What follows belongs to an exercise in optimizing a design on an open flow for small area; a production flow would make more cautious choices.
Function was checked by simulation only, so behaviour that the tests miss may differ from the original.

==> job 6162: inputs <==
==> flow/design.v (excerpt) <==
module Test1 (
    input  wire        clk,
    input  wire        rst,
    input  wire [15:0] s_chans_dataI,
    input  wire [15:0] s_chans_dataQ,
    input  wire        s_chans_valid,
    input  wire [12:0] Filter_Coefficient,
    input  wire [12:0] Error_Coefficient,
    input  wire [7:0]  R_level,
    output wire        Valid_Out,
    output wire [25:0] OutputI,
    output wire [25:0] OutputQ
);
reg        Valid_1, Valid_2, ema_Valid_1, ema_Valid_2, err_Valid_1, err_Valid_2;
reg [15:0] received_Isignal, received_Qsignal;
reg [15:0] received_Isignal_d, received_Qsignal_d;
reg [25:0] I_out_reg, Q_out_reg;
reg [26:0] ema_Data;        
reg        ema_Data_c;
reg [12:0] ema_Coeff_1, ema_Coeff_2;
reg [26:0] ema_Pread;
reg [40:0] ema_accum;       
reg [40:0] ema_c;           
reg [7:0]  err_R;           
reg [26:0] err_Pread;
reg [12:0] err_Coeff_1, err_Coeff_2;
reg [36:0] err_accum;       
reg [36:0] err_c;           
reg [28:0] err_c3;          
wire [28:0] err_times3;     
wire [25:0] mult_I, mult_Q;    
wire sign_I  = mult_I[25];
wire sign_Q  = mult_Q[25];
wire [26:0] module_out;        
wire [26:0] ema_diff;          
wire [40:0] ema_mac;           
wire [26:0] err_diff;          
wire [36:0] err_mac;           
wire n0;
wire n1;
  ...
export LEC_CHECK = 0
export CAP_MARGIN = 20
export CELL_PAD_IN_SITES_DETAIL_PLACEMENT = 1
export CELL_PAD_IN_SITES_GLOBAL_PLACEMENT = 1
export CORE_MARGIN = 2
export CORE_UTILIZATION = 45
export PLACE_DENSITY = 0.6
export SLEW_MARGIN = 20
export SYNTH_HIERARCHICAL = 1
create_clock -name core_clock -period 10.0 [get_ports {clk}]
standard.sh (not shown) runs the stock make flow with config.mk's settings and CLKGATE_MAP_FILE= SYNTH_SCRIPT=/design/flow/synth_recipe.tcl, a recipe that flattens the netlist after the stock synthesis.
==> flow/flow/run.sh <==
#!/bin/bash
# The standard layout (the standard.sh, unchanged synthesis and steps),
# with two changes to how the layout is made:
#  - global placement buffers every input and output port with the platform's
#    smallest buffer (buf_1) instead of the cell buffer_ports picks itself;
#  - clock tree synthesis inserts no dummy loads and builds the tree from
#    clkbuf_8 cells over clusters of up to 20 sinks, 50 um across.
# standard.sh's (make's) full output goes to flow_standard.log in the folder
# this runs in; ORFS also keeps each step's log under orfs/logs/.
set -euo pipefail
cd "$(dirname "$0")/.."
export BUFFER_PORTS_ARGS="-buffer_cell sky130_fd_sc_hd__buf_1"
export CTS_ARGS="-sink_clustering_enable -repair_clock_nets -dont_use_dummy_load -buf_list sky130_fd_sc_hd__clkbuf_8 -sink_clustering_size 20 -sink_clustering_max_diameter 50"
bash standard.sh > flow_standard.log 2>&1
==> job 9113: changes against job 6162 <==
==> flow/flow/run.sh (replaced) <==
#!/bin/bash
# The standard layout (the standard.sh, unchanged synthesis and steps),
# with two changes to how the layout is made:
#  - global placement buffers every input and output port with the platform's
#    smallest buffer (buf_1) instead of the cell buffer_ports picks itself;
#  - clock tree synthesis inserts no dummy loads (otherwise its default
#    arguments).
# standard.sh's (make's) full output goes to flow_standard.log in the folder
# this runs in; ORFS also keeps each step's log under orfs/logs/.
set -euo pipefail
cd "$(dirname "$0")/.."
export BUFFER_PORTS_ARGS="-buffer_cell sky130_fd_sc_hd__buf_1"
export CTS_ARGS="-sink_clustering_enable -repair_clock_nets -dont_use_dummy_load"
bash standard.sh > flow_standard.log 2>&1
- CORE_UTILIZATION: 45 -> 35
- PLACE_DENSITY: 0.6 -> 0.5
==> comparison <==
- In job 6162 the register-to-register slack is worse than in job 9113, by 120 ps.
- Wire length: job 6162 is lower than job 9113 (about 10%).
- Job 9113 ran to the end with no violations. Job 6162 ran to the end with no violations.
- Against job 9113, the count of clock-buffer cells in the layout of job 6162 is higher by 9.
- In job 6162 the fmax is lower than in job 9113, by 1.3%.
- Core utilization: job 9113 is lower than job 6162 (10 points).
- Synthesized area is the same in job 6162 and job 9113.
- Via count: job 6162 is larger than job 9113 (about 0.27%).
- Flip-flop and latch count is the same in job 9113 and job 6162.

## afterwards: timing with drivers on the ports
The results above use ideal ports. As a check the final layouts listed here were re-extracted and re-timed, cells and wires unchanged. Step 1 assumes that a clkbuf_16 drives the clock port and a buf_2 every other input. Step 2 adds t to the input delays and takes it off the output delays; t is the mean of the earliest and latest rising clock arrival at the registers after step 1. Input paths then give back, and output paths get back, about the clock's delay inside the block. Slacks: ideal ports / drivers / drivers and shift; pairs: ideal ports / drivers.
| run | t (ns) | setup slack, ns | clock arrival spread, ns |
|---|---|---|---|
| job 6162 | 0.763 | 0.728 / 0.728 / 0.728 | 0.086 / 0.086 |
| job 9113 | 0.720 | 0.852 / 0.852 / 0.852 | 0.096 / 0.095 |
After both steps every run listed still meets setup and hold.
